What follows belongs to an exercise in optimizing a design on an open flow for small area; a production flow would make more cautious choices.
Function was checked by simulation only, so behaviour that the tests miss may differ from the original.

==> inputs of run a <==
Design proc, start of the top module:
module proc(clk, rst, imem_addr, imem_rdata, addr, data_out, dmem_be, dmem_we, dmem_rdata, io_en);
==> flow/config.mk <==
export PLATFORM = sky130hd
export DESIGN_NAME = proc
export DESIGN_NICKNAME = proc
export VERILOG_FILES = /design/flow/design.v
export SDC_FILE = /design/flow/constraint.sdc
export NUM_CORES = 4
export LEC_CHECK = 0
export CAP_MARGIN = 10
export CORE_MARGIN = 2
export CORE_UTILIZATION = 45
export CTS_BUF_LIST = sky130_fd_sc_hd__clkbuf_16
export CTS_CLUSTER_DIAMETER = 80
export CTS_CLUSTER_SIZE = 24
export SLEW_MARGIN = 10
export SYNTH_HIERARCHICAL = 1
==> flow/constraint.sdc <==
create_clock -name core_clock -period 22.0 [get_ports {clk}]
set_input_delay 4.4000 -clock core_clock [delete_from_list [all_inputs] [get_ports {clk}]]
set_output_delay 4.4000 -clock core_clock [all_outputs]
set_load 0.01 [all_outputs]
standard.sh (not shown) runs the stock make flow with config.mk's settings and CLKGATE_MAP_FILE= SYNTH_SCRIPT=/design/flow/synth_recipe.tcl, a recipe that flattens the netlist after the stock synthesis.
==> flow/flow/run.sh <==
#!/bin/bash
# The standard ORFS layout with two changes: the port buffers use a small buffer cell
# (sky130_fd_sc_hd__buf_1) instead of the default delay-buffer choice, and clock tree synthesis
# runs without dummy loads (same clock buffer list and clustering as config.mk).
set -euo pipefail
CTS="-sink_clustering_enable -repair_clock_nets -dont_use_dummy_load"
CTS="$CTS -buf_list sky130_fd_sc_hd__clkbuf_16 -sink_clustering_size 24 -sink_clustering_max_diameter 80"
bash standard.sh BUFFER_PORTS_ARGS="-buffer_cell sky130_fd_sc_hd__buf_1" CTS_ARGS="$CTS" finish > standard_flow.log 2>&1
==> run b: changes against run a <==
--- a/flow/design.v
+++ b/flow/design.v
@@ -77,22 +77,20 @@
       S_DONE:  st_n = S_IDLE;
       default: st_n = S_IDLE;
     endcase
   end
   always @(posedge clk) begin
-    if (rst) begin
-      st <= S_IDLE;
-      plist <= 16'b0;
-    end else begin
-      st <= st_n;
-      case (st)
-        S_IDLE:  plist <= c_push ? rlist : rlist_rev;
-        S_INIT:  plist <= rlist;
-        S_SHIFT: plist <= {1'b0, plist[15:1]};
-        default: plist <= plist;
-      endcase
-    end
+    if (rst) st <= S_IDLE;
+    else     st <= st_n;
+  end
+  always @(posedge clk) begin
+    case (st)
+      S_IDLE:  plist <= c_push ? rlist : rlist_rev;
+      S_INIT:  plist <= rlist;
+      S_SHIFT: plist <= {1'b0, plist[15:1]};
+      default: plist <= plist;
+    endcase
   end
   always @(posedge clk) begin
     if (!rst) begin
       case (st)
         S_IDLE:  rnum <= c_push ? 4'hf : 4'h0;
@@ -476,108 +474,62 @@
   wire P27_26 = P27_27 & P26_26;
   wire G29_28 = G29_29 | (P29_29 & G28_28);
   wire P29_28 = P29_29 & P28_28;
   wire G31_30 = G31_31 | (P31_31 & G30_30);
   wire P31_30 = P31_31 & P30_30;
-  wire G2_0 = G2_2 | (P2_2 & G1_0);
   wire G3_0 = G3_2 | (P3_2 & G1_0);
-  wire G6_4 = G6_6 | (P6_6 & G5_4);
-  wire P6_4 = P6_6 & P5_4;
   wire G7_4 = G7_6 | (P7_6 & G5_4);
   wire P7_4 = P7_6 & P5_4;
-  wire G10_8 = G10_10 | (P10_10 & G9_8);
-  wire P10_8 = P10_10 & P9_8;
   wire G11_8 = G11_10 | (P11_10 & G9_8);
   wire P11_8 = P11_10 & P9_8;
-  wire G14_12 = G14_14 | (P14_14 & G13_12);
-  wire P14_12 = P14_14 & P13_12;
   wire G15_12 = G15_14 | (P15_14 & G13_12);
   wire P15_12 = P15_14 & P13_12;
-  wire G18_16 = G18_18 | (P18_18 & G17_16);
-  wire P18_16 = P18_18 & P17_16;
   wire G19_16 = G19_18 | (P19_18 & G17_16);
   wire P19_16 = P19_18 & P17_16;
-  wire G22_20 = G22_22 | (P22_22 & G21_20);
-  wire P22_20 = P22_22 & P21_20;
   wire G23_20 = G23_22 | (P23_22 & G21_20);
   wire P23_20 = P23_22 & P21_20;
-  wire G26_24 = G26_26 | (P26_26 & G25_24);
-  wire P26_24 = P26_26 & P25_24;
   wire G27_24 = G27_26 | (P27_26 & G25_24);
   wire P27_24 = P27_26 & P25_24;
-  wire G30_28 = G30_30 | (P30_30 & G29_28);
-  wire P30_28 = P30_30 & P29_28;
   wire G31_28 = G31_30 | (P31_30 & G29_28);
   wire P31_28 = P31_30 & P29_28;
-  wire G4_0 = G4_4 | (P4_4 & G3_0);
-  wire G5_0 = G5_4 | (P5_4 & G3_0);
-  wire G6_0 = G6_4 | (P6_4 & G3_0);
   wire G7_0 = G7_4 | (P7_4 & G3_0);
-  wire G12_8 = G12_12 | (P12_12 & G11_8);
-  wire P12_8 = P12_12 & P11_8;
-  wire G13_8 = G13_12 | (P13_12 & G11_8);
-  wire P13_8 = P13_12 & P11_8;
-  wire G14_8 = G14_12 | (P14_12 & G11_8);
-  wire P14_8 = P14_12 & P11_8;
   wire G15_8 = G15_12 | (P15_12 & G11_8);
   wire P15_8 = P15_12 & P11_8;
-  wire G20_16 = G20_20 | (P20_20 & G19_16);
-  wire P20_16 = P20_20 & P19_16;
-  wire G21_16 = G21_20 | (P21_20 & G19_16);
-  wire P21_16 = P21_20 & P19_16;
-  wire G22_16 = G22_20 | (P22_20 & G19_16);
-  wire P22_16 = P22_20 & P19_16;
   wire G23_16 = G23_20 | (P23_20 & G19_16);
   wire P23_16 = P23_20 & P19_16;
-  wire G28_24 = G28_28 | (P28_28 & G27_24);
-  wire P28_24 = P28_28 & P27_24;
-  wire G29_24 = G29_28 | (P29_28 & G27_24);
-  wire P29_24 = P29_28 & P27_24;
-  wire G30_24 = G30_28 | (P30_28 & G27_24);
-  wire P30_24 = P30_28 & P27_24;
   wire G31_24 = G31_28 | (P31_28 & G27_24);
   wire P31_24 = P31_28 & P27_24;
-  wire G8_0 = G8_8 | (P8_8 & G7_0);
-  wire G9_0 = G9_8 | (P9_8 & G7_0);
-  wire G10_0 = G10_8 | (P10_8 & G7_0);
-  wire G11_0 = G11_8 | (P11_8 & G7_0);
-  wire G12_0 = G12_8 | (P12_8 & G7_0);
-  wire G13_0 = G13_8 | (P13_8 & G7_0);
-  wire G14_0 = G14_8 | (P14_8 & G7_0);
   wire G15_0 = G15_8 | (P15_8 & G7_0);
-  wire G24_16 = G24_24 | (P24_24 & G23_16);
-  wire P24_16 = P24_24 & P23_16;
-  wire G25_16 = G25_24 | (P25_24 & G23_16);
-  wire P25_16 = P25_24 & P23_16;
-  wire G26_16 = G26_24 | (P26_24 & G23_16);
-  wire P26_16 = P26_24 & P23_16;
-  wire G27_16 = G27_24 | (P27_24 & G23_16);
-  wire P27_16 = P27_24 & P23_16;
-  wire G28_16 = G28_24 | (P28_24 & G23_16);
-  wire P28_16 = P28_24 & P23_16;
-  wire G29_16 = G29_24 | (P29_24 & G23_16);
-  wire P29_16 = P29_24 & P23_16;
-  wire G30_16 = G30_24 | (P30_24 & G23_16);
-  wire P30_16 = P30_24 & P23_16;
   wire G31_16 = G31_24 | (P31_24 & G23_16);
   wire P31_16 = P31_24 & P23_16;
-  wire G16_0 = G16_16 | (P16_16 & G15_0);
-  wire G17_0 = G17_16 | (P17_16 & G15_0);
-  wire G18_0 = G18_16 | (P18_16 & G15_0);
-  wire G19_0 = G19_16 | (P19_16 & G15_0);
-  wire G20_0 = G20_16 | (P20_16 & G15_0);
-  wire G21_0 = G21_16 | (P21_16 & G15_0);
-  wire G22_0 = G22_16 | (P22_16 & G15_0);
-  wire G23_0 = G23_16 | (P23_16 & G15_0);
-  wire G24_0 = G24_16 | (P24_16 & G15_0);
-  wire G25_0 = G25_16 | (P25_16 & G15_0);
-  wire G26_0 = G26_16 | (P26_16 & G15_0);
-  wire G27_0 = G27_16 | (P27_16 & G15_0);
-  wire G28_0 = G28_16 | (P28_16 & G15_0);
-  wire G29_0 = G29_16 | (P29_16 & G15_0);
-  wire G30_0 = G30_16 | (P30_16 & G15_0);
   wire G31_0 = G31_16 | (P31_16 & G15_0);
+  wire G23_0 = G23_16 | (P23_16 & G15_0);
+  wire G11_0 = G11_8 | (P11_8 & G7_0);
+  wire G19_0 = G19_16 | (P19_16 & G15_0);
+  wire G27_0 = G27_24 | (P27_24 & G23_0);
+  wire G5_0 = G5_4 | (P5_4 & G3_0);
+  wire G9_0 = G9_8 | (P9_8 & G7_0);
+  wire G13_0 = G13_12 | (P13_12 & G11_0);
+  wire G17_0 = G17_16 | (P17_16 & G15_0);
+  wire G21_0 = G21_20 | (P21_20 & G19_0);
+  wire G25_0 = G25_24 | (P25_24 & G23_0);
+  wire G29_0 = G29_28 | (P29_28 & G27_0);
+  wire G2_0 = G2_2 | (P2_2 & G1_0);
+  wire G4_0 = G4_4 | (P4_4 & G3_0);
+  wire G6_0 = G6_6 | (P6_6 & G5_0);
+  wire G8_0 = G8_8 | (P8_8 & G7_0);
+  wire G10_0 = G10_10 | (P10_10 & G9_0);
+  wire G12_0 = G12_12 | (P12_12 & G11_0);
+  wire G14_0 = G14_14 | (P14_14 & G13_0);
+  wire G16_0 = G16_16 | (P16_16 & G15_0);
+  wire G18_0 = G18_18 | (P18_18 & G17_0);
+  wire G20_0 = G20_20 | (P20_20 & G19_0);
+  wire G22_0 = G22_22 | (P22_22 & G21_0);
+  wire G24_0 = G24_24 | (P24_24 & G23_0);
+  wire G26_0 = G26_26 | (P26_26 & G25_0);
+  wire G28_0 = G28_28 | (P28_28 & G27_0);
+  wire G30_0 = G30_30 | (P30_30 & G29_0);
   assign s[0] = p[0] ^ c;
   assign s[1] = p[1] ^ G0_0;
   assign s[2] = p[2] ^ G1_0;
   assign s[3] = p[3] ^ G2_0;
   assign s[4] = p[4] ^ G3_0;
==> flow/flow/run.sh (replaced) <==
#!/bin/bash
# The standard ORFS layout with two changes: the port buffers use a small buffer cell
# (sky130_fd_sc_hd__buf_1) instead of the default delay-buffer choice, and clock tree synthesis
# runs without dummy loads (same clock buffer list and clustering as config.mk).
set -euo pipefail
CTS="-sink_clustering_enable -repair_clock_nets -dont_use_dummy_load"
CTS="$CTS -buf_list sky130_fd_sc_hd__clkbuf_16 -sink_clustering_size 28 -sink_clustering_max_diameter 100"
bash standard.sh BUFFER_PORTS_ARGS="-buffer_cell sky130_fd_sc_hd__buf_1" CTS_ARGS="$CTS" finish > standard_flow.log 2>&1
--- a/flow/config.mk
+++ b/flow/config.mk
@@ -7,9 +7,9 @@
 export LEC_CHECK = 0
 export CAP_MARGIN = 10
 export CORE_MARGIN = 2
 export CORE_UTILIZATION = 45
 export CTS_BUF_LIST = sky130_fd_sc_hd__clkbuf_16
-export CTS_CLUSTER_DIAMETER = 80
-export CTS_CLUSTER_SIZE = 24
+export CTS_CLUSTER_DIAMETER = 100
+export CTS_CLUSTER_SIZE = 28
 export SLEW_MARGIN = 10
 export SYNTH_HIERARCHICAL = 1
==> run c: changes against run a <==
--- a/flow/design.v
+++ b/flow/design.v
@@ -49,13 +49,10 @@
   wire dp_orr = c_dp & (dop == 4'b1100);
   wire dp_sum = c_dp & ~(dp_and | dp_eor | dp_lsl | dp_lsr | dp_orr);
   wire sh_lsl = c_shift & (h[12:11] == 2'b00);
   wire sh_lsr = c_shift & (h[12:11] != 2'b00);
   wire spec_mov = c_spec & (h[9:8] == 2'b10);
-  wire a_pc  = c_adr & ~h[11];                   
-  wire a_inc = c_lit | c_b | c_bc | c_bl;        
-  wire a_p1  = c_b | c_bc | c_bl;                
   wire spec_cmp = c_spec & (h[9:8] == 2'b01);
   wire imm8_mov = c_imm8 & (h[12:11] == 2'b00);
   localparam S_IDLE = 3'b000, S_INIT = 3'b001, S_SHIFT = 3'b010, S_DONE = 3'b011,
              S_STORE = 3'b100, S_DEC = 3'b110, S_INC = 3'b111;
   wire s_done  = st == S_DONE;
@@ -104,12 +101,11 @@
   end
   wire save_pc = s_store & (rnum == 4'hf) & ~c_push & (plist != 16'b0);
   wire stall = c_pp & ~s_done;
   reg [3:0] ra, rb;
   always @(*) begin
-    if (dp_rsb | a_pc | a_inc)     ra = 4'hf;       
-    else if (c_dp)                 ra = {1'b0, h[2:0]};
+    if (c_dp)                      ra = {1'b0, h[2:0]};
     else if (c_bx | c_spec)        ra = h[6:3];
     else if (c_imm8)               ra = {1'b0, h[10:8]};
     else if (c_adr | c_ldsp | c_adjsp | (c_pp & st[2])) ra = 4'd13;
     else if (c_ldst | c_asreg | c_asimm | c_shift | c_rev | c_ext) ra = {1'b0, h[5:3]};
     else                           ra = 4'd0;
@@ -130,16 +126,25 @@
     assign rflat[gr*32 +: 32] = r[gr];
     assign sel0[gr] = ra == gr;
     assign sel1[gr] = rb == gr;
   end endgenerate
   wire [31:0] q0, q1;
+  rf_rdport rp0 (.rr(rflat), .s(sel0), .q(q0));
   rf_rdport rp1 (.rr(rflat), .s(sel1), .q(q1));
   wire [31:2] inc;
   inc30 uinc (.a(pc[31:2]), .y(inc));
-  rf_rdport_a rp0 (.rr(rflat), .s(sel0), .xa(a_pc), .da(pc[31:1]), .xb(a_inc), .db(inc),
-                   .xc(a_p1), .q(q0));
-  wire [31:0] opa = q0;
+  wire a_pc  = c_adr & ~h[11];
+  wire a_inc = c_lit | c_b | c_bc | c_bl;
+  wire a_q0  = ~(a_pc | a_inc | dp_rsb);       
+  wire a_p1  = c_b | c_bc | c_bl;
+  wire [31:0] opa;
+  aor #(3) uopa1 (.d({q0[1], pc[1], pc[1]}), .s({a_q0, a_pc, a_p1}), .y(opa[1]));
+  aor #(1) uopa0 (.d(q0[0]), .s(a_q0), .y(opa[0]));
+  genvar ga;
+  generate for (ga = 2; ga < 32; ga = ga + 1) begin : OPA
+    aor #(3) u (.d({q0[ga], pc[ga], inc[ga]}), .s({a_q0, a_pc, a_inc}), .y(opa[ga]));
+  end endgenerate
   wire b_reg = c_asreg | c_dp | c_spec | (~c_ldst & ~c_lit & ~c_pp & ~c_imm8 & ~c_adr & ~c_ldsp &
                ~c_asimm & ~c_shift & ~c_bx & ~c_rev & ~c_ext & ~c_adjsp & ~c_br);
   reg [31:0] bimm;
   always @(*) begin
     bimm = 32'b0;
@@ -829,40 +834,5 @@
 module g_nor2(a, b, y);
   input a, b;
   output y;
   assign y = ~(a | b);
 endmodule
-module rf_rdport_a(rr, s, xa, da, xb, db, xc, q);
-  input [479:0] rr;
-  input [14:0] s;
-  input xa, xb, xc;
-  input [31:1] da;
-  input [31:2] db;
-  output [31:0] q;
-  wire xac = xa | xc;
-  genvar j, k;
-  generate for (j = 0; j < 32; j = j + 1) begin : B
-    wire [4:0] y;
-    for (k = 0; k < 5; k = k + 1) begin : G
-      rf_aoi222 u (.a1(rr[(3*k)*32+j]), .a2(s[3*k]), .b1(rr[(3*k+1)*32+j]), .b2(s[3*k+1]),
-                   .c1(rr[(3*k+2)*32+j]), .c2(s[3*k+2]), .y(y[k]));
-    end
-    if (j == 0) begin : N0
-      rf_nand5 n (.a(y[0]), .b(y[1]), .c(y[2]), .d(y[3]), .e(y[4]), .y(q[j]));
-    end else if (j == 1) begin : N1
-      rf_nand5o1 n (.a(y[0]), .b(y[1]), .c(y[2]), .d(y[3]), .e(y[4]), .f1(xac), .f2(da[1]), .y(q[j]));
-    end else begin : N2
-      rf_nand5o2 n (.a(y[0]), .b(y[1]), .c(y[2]), .d(y[3]), .e(y[4]), .f1(xa), .f2(da[j]),
-                    .g1(xb), .g2(db[j]), .y(q[j]));
-    end
-  end endgenerate
-endmodule
-module rf_nand5o1(a, b, c, d, e, f1, f2, y);
-  input a, b, c, d, e, f1, f2;
-  output y;
-  assign y = ~(a & b & c & d & e) | (f1 & f2);
-endmodule
-module rf_nand5o2(a, b, c, d, e, f1, f2, g1, g2, y);
-  input a, b, c, d, e, f1, f2, g1, g2;
-  output y;
-  assign y = ~(a & b & c & d & e) | (f1 & f2) | (g1 & g2);
-endmodule
==> flow/flow/run.sh (replaced) <==
#!/bin/bash
# The standard ORFS layout with two changes: the port buffers use a small buffer cell
# (sky130_fd_sc_hd__buf_2) instead of the default delay-buffer choice, and clock tree synthesis
# runs without dummy loads (same clock buffer list and clustering as config.mk).
set -euo pipefail
CTS="-sink_clustering_enable -repair_clock_nets -dont_use_dummy_load"
CTS="$CTS -buf_list sky130_fd_sc_hd__clkbuf_16 -sink_clustering_size 24 -sink_clustering_max_diameter 60"
bash standard.sh BUFFER_PORTS_ARGS="-buffer_cell sky130_fd_sc_hd__buf_2" CTS_ARGS="$CTS" finish > standard_flow.log 2>&1
==> flow/config.mk (replaced) <==
export PLATFORM = sky130hd
export DESIGN_NAME = proc
export DESIGN_NICKNAME = proc
export VERILOG_FILES = /design/flow/design.v
export SDC_FILE = /design/flow/constraint.sdc
export NUM_CORES = 4
export LEC_CHECK = 0
export CAP_MARGIN = 20
export CORE_MARGIN = 2
export CORE_UTILIZATION = 45
export CTS_BUF_LIST = sky130_fd_sc_hd__clkbuf_16
export CTS_CLUSTER_DIAMETER = 60
export CTS_CLUSTER_SIZE = 24
export SLEW_MARGIN = 20
export SYNTH_HIERARCHICAL = 1
==> qor.csv <==
stage,metric,value,unit
synth,synthesis.area,31230,um^2
power_and_ir_drop,p_total,3704,uW
drt,vias_per_cell,7.976,
drt,dr_wl_met2,62.63,mm
final_layout,area_growth,10.48,%
floorplan,start_util,0.4546,
synth,ys_seq_area_frac,0.5461,
power_and_ir_drop,p_leak,0.01233,uW
final_layout,clock_buffers,25,
drt,drt-total-wl,153.1,mm
drt,drt_pre_antenna_iters,13,
setup_path,crit_buf_inv,4,
run_status,status,timing/DRC/antenna clean,
timing,setup_ws,3735,ps
synth,synth-simple-area-share,0.1151,
place,place.gp.congestion,1.091,
power_and_ir_drop,peakVddDrop,0.06782,mV
timing,worst_clock_skew,44.65,ps
the above is filed under run b

==> qor.csv <==
stage,metric,value,unit
run_status,status,timing/DRC/antenna clean,
timing,worst_clock_skew,92.46,ps
place,place.gp.congestion,1.010,
power_and_ir_drop,p_leak,0.01259,uW
floorplan,start_util,0.4568,
drt,drt-total-wl,143.9,mm
final_layout,area_growth,11.73,%
drt,vias_per_cell,7.755,
power_and_ir_drop,p_total,4015,uW
synth,synth-simple-area-share,0.1238,
drt,dr_wl_met2,61.34,mm
the above is filed under run a

==> qor.csv <==
stage,metric,value,unit
timing,setup_ws,5160,ps
final_layout,area_growth,12.77,%
power_and_ir_drop,p_total,3728,uW
drt,dr_wl_met2,61.20,mm
synth,synth-simple-area-share,0.1211,
timing,worst_clock_skew,93.67,ps
grt,top_usage_layer,met2,
final_layout,clock_buffers,47,
synth,synth_area_leaders,"edfxtp_1, a222oi_1, mux2i_1",
synth,ys_seq_area_frac,0.5358,
run_status,status,timing/DRC/antenna clean,
drt,vias_per_cell,7.578,
setup_path,crit_buf_inv,4,
place,place.gp.congestion,1.022,
floorplan,start_util,0.4527,
the above is filed under run c

==> static timing again, ports no longer ideal <==
In the flow no input, the clock included, has a driving cell. The finished layouts below were timed again as built, in two steps.
Step 1 sets driving cells, clkbuf_16 on the clock port and buf_2 on the other inputs (assumed; they add their load-dependent delay and slew).
Step 2, shift: input delay + t, output delay - t, t = (earliest + latest rising clock arrival at the registers) / 2. This alone moves slack from input paths to output paths.
a / b / c = ideal ports / drivers / drivers and shift; a / b = the first two.
run	t, ns	slack for setup (ns)	worst hold slack (ns)	latest minus earliest clock arrival (ns)
run a	0.629	4.333 / 4.307 / 4.307	0.519 / 0.519 / 0.519	0.092 / 0.092
run b	0.665	3.735 / 3.707 / 3.707	0.555 / 0.555 / 0.555	0.045 / 0.045
run c	0.666	5.160 / 5.131 / 5.131	0.514 / 0.514 / 0.514	0.093 / 0.094
After both steps every run listed still meets setup and hold. For run c, which loses most, drivers alone change the setup slack by -0.029 ns; drivers and shift together by -0.029 ns.
